What follows belongs to an exercise in optimizing a design on an open flow for small area and a short achievable clock period; a production flow would make more cautious choices.
Where RTL was checked, it was by simulation tests only, not by an equivalence proof against the original.
Power is estimated from default activity; no workload was simulated.

==> inputs of run a <==
==> flow/design.v (excerpt) <==
module FPU_top  #(
    parameter NUM_OP    = 1
)(
    input logic                 i_clk           ,
    input logic                 i_rst_n         ,
    input logic [NUM_OP-1:0]    i_add_sub       ,
    input logic [31:0]          i_32_a          ,
    input logic [31:0]          i_32_b          ,
    output logic [31:0]         o_32_s          ,
    output logic                o_ov_flag       ,
    output logic                o_un_flag
);
export LEC_CHECK = 0
export ABC_AREA = 1
export CAP_MARGIN = 20
export CORE_MARGIN = 2
export CORE_UTILIZATION = 40
export PLACE_DENSITY = 0.6
export SLEW_MARGIN = 20
create_clock -name core_clock -period 15.0 [get_ports {i_clk}]
standard.sh (not shown) runs the stock make flow with config.mk's settings and CLKGATE_MAP_FILE= SYNTH_SCRIPT=/design/flow/synth_recipe.tcl, a recipe that flattens the netlist after the stock synthesis.
==> flow/flow/run.sh <==
#!/bin/bash
# The standard layout (standard.sh), with three changes to how it is made:
#  - synthesis maps the logic with an area-oriented abc script
#    (flow/abc_map.script); the rest of synth_recipe.tcl is unchanged;
#  - timing repair aims further below the clock period than the 5 ns
#    SETUP_SLACK_MARGIN allows in config.mk;
#  - the port buffers are plain buffers rather than delay cells.
set -euo pipefail
W=$PWD
export FLOW_ABC_SCRIPT=$W/flow/abc_map.script
export FLOW_STD_SYNTH=$W/synth_recipe.tcl
bash standard.sh SYNTH_SCRIPT=$W/flow/synth_abc.tcl SETUP_SLACK_MARGIN=9 \
  "BUFFER_PORTS_ARGS=-buffer_cell sky130_fd_sc_hd__buf_2" finish > standard_flow.log 2>&1
==> flow/flow/abc_map.script <==
strash
dch
amap
topo
stime -c
buffer -c
upsize -c
dnsize -c
==> flow/flow/synth_abc.tcl <==
# The standard synthesis (synth_recipe.tcl, unchanged), with only the
# script that abc maps the logic with replaced by flow/abc_map.script.
proc abc {args} {
  set i [lsearch -exact $args -script]
  if { $i >= 0 } {
    lset args [expr { $i + 1 }] $::env(FLOW_ABC_SCRIPT)
  }
  puts "abc (flow/abc_map.script): $args"
  yosys abc {*}$args
}
source $::env(FLOW_STD_SYNTH)
==> inputs of run b, as changes to run a <==
--- a/flow/design.v
+++ b/flow/design.v
@@ -756,60 +756,62 @@
     .i_exp_b            (w_eb),
     .i_man_b            ({1'b1, w_fb}),
     .o_sel_exp          (w_sel_exp),
     .o_sel_man          (w_sel_man)
 );
 logic [22:0] r_big, r_small;
 logic [4:0]  r_shamt;
 logic [7:0]  r_emax;
-logic        r_sign, r_eff_sub, r_swap2, r_near, r_sel_exp;
+logic        r_sign, r_eff_sub, r_swap2, r_near, r_sh0n, r_sel_exp;
 logic [1:0]  r_sel_man;
 always_ff @( posedge i_clk ) begin
     r_big       <= w_big;
     r_small     <= w_small;
     r_shamt     <= w_shamt;
     r_emax      <= w_emax;
     r_sign      <= w_sign;
     r_eff_sub   <= w_eff_sub;
     r_swap2     <= w_swap2;
     r_near      <= w_near;
+    r_sh0n      <= ~w_shamt[0];
     r_sel_exp   <= w_sel_exp;
     r_sel_man   <= w_sel_man;
 end
 logic [27:0] w_A, w_Bf;
 logic [27:0] w_sh [5:0];
 logic [27:0] w_Rf, w_Nf;
 logic        w_coutf, w_ovf, w_zerof, w_rndf, w_rnd_ovf;
 logic [7:0]  w_expf;
 assign w_A = {1'b1, r_big, 4'b0};
 assign w_sh[0] = {1'b1, r_small, 4'b0} ^ {28{r_eff_sub}};
 generate
     for (gi = 0; gi < 5; gi++) begin : GEN_RSHIFT
         assign w_sh[gi+1] = r_shamt[gi] ? {{(1<<gi){r_eff_sub}}, w_sh[gi][27:(1<<gi)]} : w_sh[gi];
     end
 endgenerate
 assign w_Bf = w_sh[5];
-PFX_add #(.N(28)) FAR_ADD (.i_a(w_A), .i_b(w_Bf), .i_cin(r_eff_sub), .o_sum(w_Rf), .o_cout(w_coutf));
+assign {w_coutf, w_Rf} = {1'b0, w_A} + {1'b0, w_Bf} + {28'd0, r_eff_sub};
 assign w_ovf   = ~r_eff_sub & w_coutf;
 assign w_zerof = ~|w_Rf[27:4];
 assign w_Nf = w_ovf ? {1'b1, w_Rf[27:1]} : (w_Rf[27] ? w_Rf : {w_Rf[26:0], 1'b0});
 assign w_rndf    = ~w_zerof & w_Nf[2] & (w_Nf[3] | w_Nf[1] | w_Nf[0]);
 assign w_rnd_ovf = w_rndf & (&w_Nf[27:4]);
 always_comb begin
     if (w_zerof)                  w_expf = 8'h00;
     else if (w_ovf | w_rnd_ovf)   w_expf = r_emax + 8'd1;
     else if (w_Rf[27])            w_expf = r_emax;
     else                          w_expf = r_emax - 8'd1;
 end
-logic [27:0] w_Sn, w_Rn, w_Nn;
+logic [27:0] w_Bn, w_Sn, w_Rn, w_Nn;
 logic [4:0]  w_lz;
 logic        w_zeron;
 logic [7:0]  w_expn;
-PFX_add #(.N(28)) NEAR_ADD (.i_a(w_A), .i_b(w_sh[1]), .i_cin(~r_swap2), .o_sum(w_Sn), .o_cout());
+assign w_Bn = r_sh0n ? {1'b1, r_small, 4'b0} : {1'b0, 1'b1, r_small, 3'b0};
+assign w_Sn = w_A + ~w_Bn + {27'd0, ~r_swap2};
 assign w_Rn = w_Sn ^ {28{r_swap2}};
 logic [31:0] w_lzd_in;
 assign w_lzd_in = {w_Rn[27:4], 8'hFF};
 logic [15:0] w_v1;  logic [15:0] w_p1;
 logic [7:0]  w_v2;  logic [1:0]  w_p2 [7:0];
 logic [3:0]  w_v3;  logic [2:0]  w_p3 [3:0];
 logic [1:0]  w_v4;  logic [3:0]  w_p4 [1:0];
 generate
@@ -835,95 +837,74 @@
 logic [27:0] w_ls [5:0];
 assign w_ls[5] = w_Rn;
 generate
     for (gi = 4; gi >= 0; gi--) begin : GEN_LSHIFT
         assign w_ls[gi] = w_lz[gi] ? {w_ls[gi+1][27-(1<<gi):0], {(1<<gi){1'b0}}} : w_ls[gi+1];
     end
 endgenerate
 assign w_Nn = w_ls[0];
-assign w_expn = w_zeron ? 8'h00 : (r_emax - {3'b0, w_lz});
+assign w_expn = w_zeron ? 8'd24 : r_emax;
 logic [22:0] w_man_pre;
 logic        w_rnd_sel, w_ov_flag, w_un_flag;
 logic [7:0]  w_exp;
 always_comb begin
     case (r_sel_man)
         2'b01:   begin w_man_pre = 23'd0; w_rnd_sel = 1'b0;  end
         2'b10:   begin w_man_pre = 23'd1; w_rnd_sel = 1'b0;  end
         default: begin
             w_man_pre = r_near ? w_Nn[26:4] : w_Nf[26:4];
             w_rnd_sel = ~r_near & w_rndf;
         end
     endcase
 end
 assign w_exp     = r_sel_exp ? 8'hFF : (r_near ? w_expn : w_expf);
+logic [4:0]  w_lzq;
+assign w_lzq     = (r_near & ~r_sel_exp) ? w_lz : 5'd0;
+logic w_c8, w_c16, w_rnd_ok;
+assign w_rnd_ok = ~r_near & ~r_sel_man[0] & ~r_sel_man[1] | ~r_near & r_sel_man[0] & r_sel_man[1];
+assign w_c8  = w_rnd_ok & w_rndf & (&w_Nf[11:4]);
+assign w_c16 = w_rnd_ok & w_rndf & (&w_Nf[19:4]);
 assign w_ov_flag = ~r_near & (w_ovf | w_rnd_ovf);
 assign w_un_flag = r_near ? ~w_Rn[27] : ~w_Rf[27];
-logic        q_sign, q_rnd;
+logic        q_sign, q_rnd, q_c8, q_c16;
 logic [7:0]  q_exp;
+logic [4:0]  q_lz;
 logic [22:0] q_man;
 always_ff @( posedge i_clk or negedge i_rst_n ) begin
     if(~i_rst_n) begin
         q_sign              <= '0;
         q_exp               <= '0;
+        q_lz                <= '0;
         q_man               <= '0;
         q_rnd               <= '0;
+        q_c8                <= '0;
+        q_c16               <= '0;
         o_ov_flag           <= '0;
         o_un_flag           <= '0;
     end else begin
         q_sign              <= r_sign;
         q_exp               <= w_exp;
+        q_lz                <= w_lzq;
         q_man               <= w_man_pre;
         q_rnd               <= w_rnd_sel;
+        q_c8                <= w_c8;
+        q_c16               <= w_c16;
         o_ov_flag           <= w_ov_flag;
         o_un_flag           <= w_un_flag;
     end
 end
-logic [22:0] w_pa [5:0];
-assign w_pa[0] = q_man;
+logic [22:0] w_inc;
 generate
-    for (gi = 0; gi < 5; gi++) begin : GEN_PAND
-        for (genvar gj = 0; gj < 23; gj++) begin : GEN_PAND_BIT
-            if (gj >= (1 << gi))
-                assign w_pa[gi+1][gj] = w_pa[gi][gj] & w_pa[gi][gj - (1 << gi)];
-            else
-                assign w_pa[gi+1][gj] = w_pa[gi][gj];
-        end
+    for (gi = 0; gi < 23; gi++) begin : GEN_INC
+        localparam int B = (gi / 8) * 8;
+        logic w_cb;
+        if (gi < 8)       assign w_cb = q_rnd;
+        else if (gi < 16) assign w_cb = q_c8;
+        else              assign w_cb = q_c16;
+        if (gi == B) assign w_inc[gi] = w_cb;
+        else         assign w_inc[gi] = w_cb & (&q_man[gi-1:B]);
     end
 endgenerate
-logic [22:0] w_inc;
-assign w_inc = {w_pa[5][21:0], 1'b1} & {23{q_rnd}};
-assign o_32_s = {q_sign, q_exp, q_man ^ w_inc};
-endmodule
-module PFX_add #(
-    parameter N = 28
-)(
-    input  logic [N-1:0] i_a,
-    input  logic [N-1:0] i_b,
-    input  logic         i_cin,
-    output logic [N-1:0] o_sum,
-    output logic         o_cout
-);
-    localparam L = $clog2(N);
-    logic [N-1:0] w_p0;
-    logic [N-1:0] w_g [L:0];
-    logic [N-1:0] w_p [L:0];
-    assign w_p0   = i_a ^ i_b;
-    assign w_g[0] = (i_a & i_b) | {{(N-1){1'b0}}, w_p0[0] & i_cin};
-    assign w_p[0] = w_p0;
-    genvar k, i;
-    generate
-        for (k = 0; k < L; k++) begin : GEN_LVL
-            for (i = 0; i < N; i++) begin : GEN_BIT
-                if ((i >> k) & 1) begin : GEN_CMB
-                    localparam int J = ((i >> k) << k) - 1;
-                    assign w_g[k+1][i] = w_g[k][i] | (w_p[k][i] & w_g[k][J]);
-                    assign w_p[k+1][i] = w_p[k][i] & w_p[k][J];
-                end else begin : GEN_PASS
-                    assign w_g[k+1][i] = w_g[k][i];
-                    assign w_p[k+1][i] = w_p[k][i];
-                end
-            end
-        end
-    endgenerate
-    assign o_sum  = w_p0 ^ {w_g[L][N-2:0], i_cin};
-    assign o_cout = w_g[L][N-1];
+logic [7:0] w_exp_out;
+assign w_exp_out = q_exp - {3'b0, q_lz};
+assign o_32_s = {q_sign, w_exp_out, q_man ^ w_inc};
 endmodule
==> flow/flow/run.sh (replaced) <==
#!/bin/bash
set -euo pipefail
bash standard.sh SETUP_SLACK_MARGIN=9.8 "BUFFER_PORTS_ARGS=-buffer_cell sky130_fd_sc_hd__buf_2" finish > standard_flow.log 2>&1
==> flow/config.mk (replaced) <==
export PLATFORM = sky130hd
export DESIGN_NAME = FPU_top
export DESIGN_NICKNAME = FPU_top
export VERILOG_FILES = /design/flow/design.v
export SDC_FILE = /design/flow/constraint.sdc
export NUM_CORES = 4
export LEC_CHECK = 0
export ABC_AREA = 1
export CAP_MARGIN = 20
export CORE_MARGIN = 2
export CORE_UTILIZATION = 50
export PLACE_DENSITY = 0.65
export SLEW_MARGIN = 20
removed: flow/flow/abc_map.script
removed: flow/flow/synth_abc.tcl
==> comparison table <==
| quantity | run b | run a |
|---|---|---|
| Status | timing/DRC/antenna clean | timing/DRC/antenna clean |
| Path type of the worst setup path | reg -> out | reg -> reg |
| Met2 track demand over resource | 50.5% | 41.6% |
| Sequential cell area fraction in the yosys report | 18.1% | 20.9% |
| Synthesized flop and latch total | 109 | 101 |
| Multi-input gate share of the layout cell area | 66.0% | 61.6% |
| Compound-Gate Fraction of Synth Area | 15.8% | 35.3% |
| Setup crit start | q_lz[2] | r_eff_sub |
| Non-clock buffering overhead | 5.58% | 11.4% |
| Setup slack on the worst flop-to-flop path | 10080 ps | 8320 ps |
| Top cell type by total area after synthesis | sky130_fd_sc_hd__nand2_1 | sky130_fd_sc_hd__dfxtp_1 |
| Final worst-path setup slack | 9870 ps | 8320 ps |
| Most used cell along the critical path | sky130_fd_sc_hd__buf_4 | sky130_fd_sc_hd__nor2_1 |
| Number of buffers added for setup after CTS | 6 | 79 |
| Power per cell area | 207 nW/um^2 | 190 nW/um^2 |
| Leakage | 7.38 nW | 5.84 nW |
| Levels on crit path | 11 | 37 |
| Overall fraction of global-route tracks in use | 33.1% | 26.2% |
| Sequential cell count | 109 | 101 |
| Die Wd | 166 um | 166 um |
| Core utilization of the finished layout | 56.6% | 52.4% |
| Area share of and/or/nand/nor cells after synthesis | 39.4% | 21.5% |
| Met3 WL post-DR | 5080 um | 2610 um |
Function not checked in run a: the RTL went through the layout flow alone.

==> afterwards: timing with drivers on the ports <==
The results above use ideal ports. As a check the final layouts listed here were re-extracted and re-timed, cells and wires unchanged. Step 1 (the two cells are an assumption about what drives the block):
set clk [get_ports {i_clk}]
set_driving_cell -lib_cell sky130_fd_sc_hd__clkbuf_16 $clk
set_driving_cell -lib_cell sky130_fd_sc_hd__buf_2 [delete_from_list [all_inputs] $clk]
Step 2 also shifts input and output timing later by t, the mid clock arrival at the registers, as if the neighbouring blocks saw the same clock. Slacks: ideal / step 1 / step 2; pairs: ideal / step 1.
| run | shift t [ns] | setup WS [ns] | worst setup path after step 2 |
|---|---|---|---|
| run a | 0.411 | 8.317 / 8.317 / 8.317 | register to register |
| run b | 0.412 | 9.874 / 9.821 / 9.612 | input to register |
After both steps every run listed still meets setup and hold. The setup slack of run b, which loses most, moves by -0.053 ns with the drivers and by -0.262 ns with both steps.
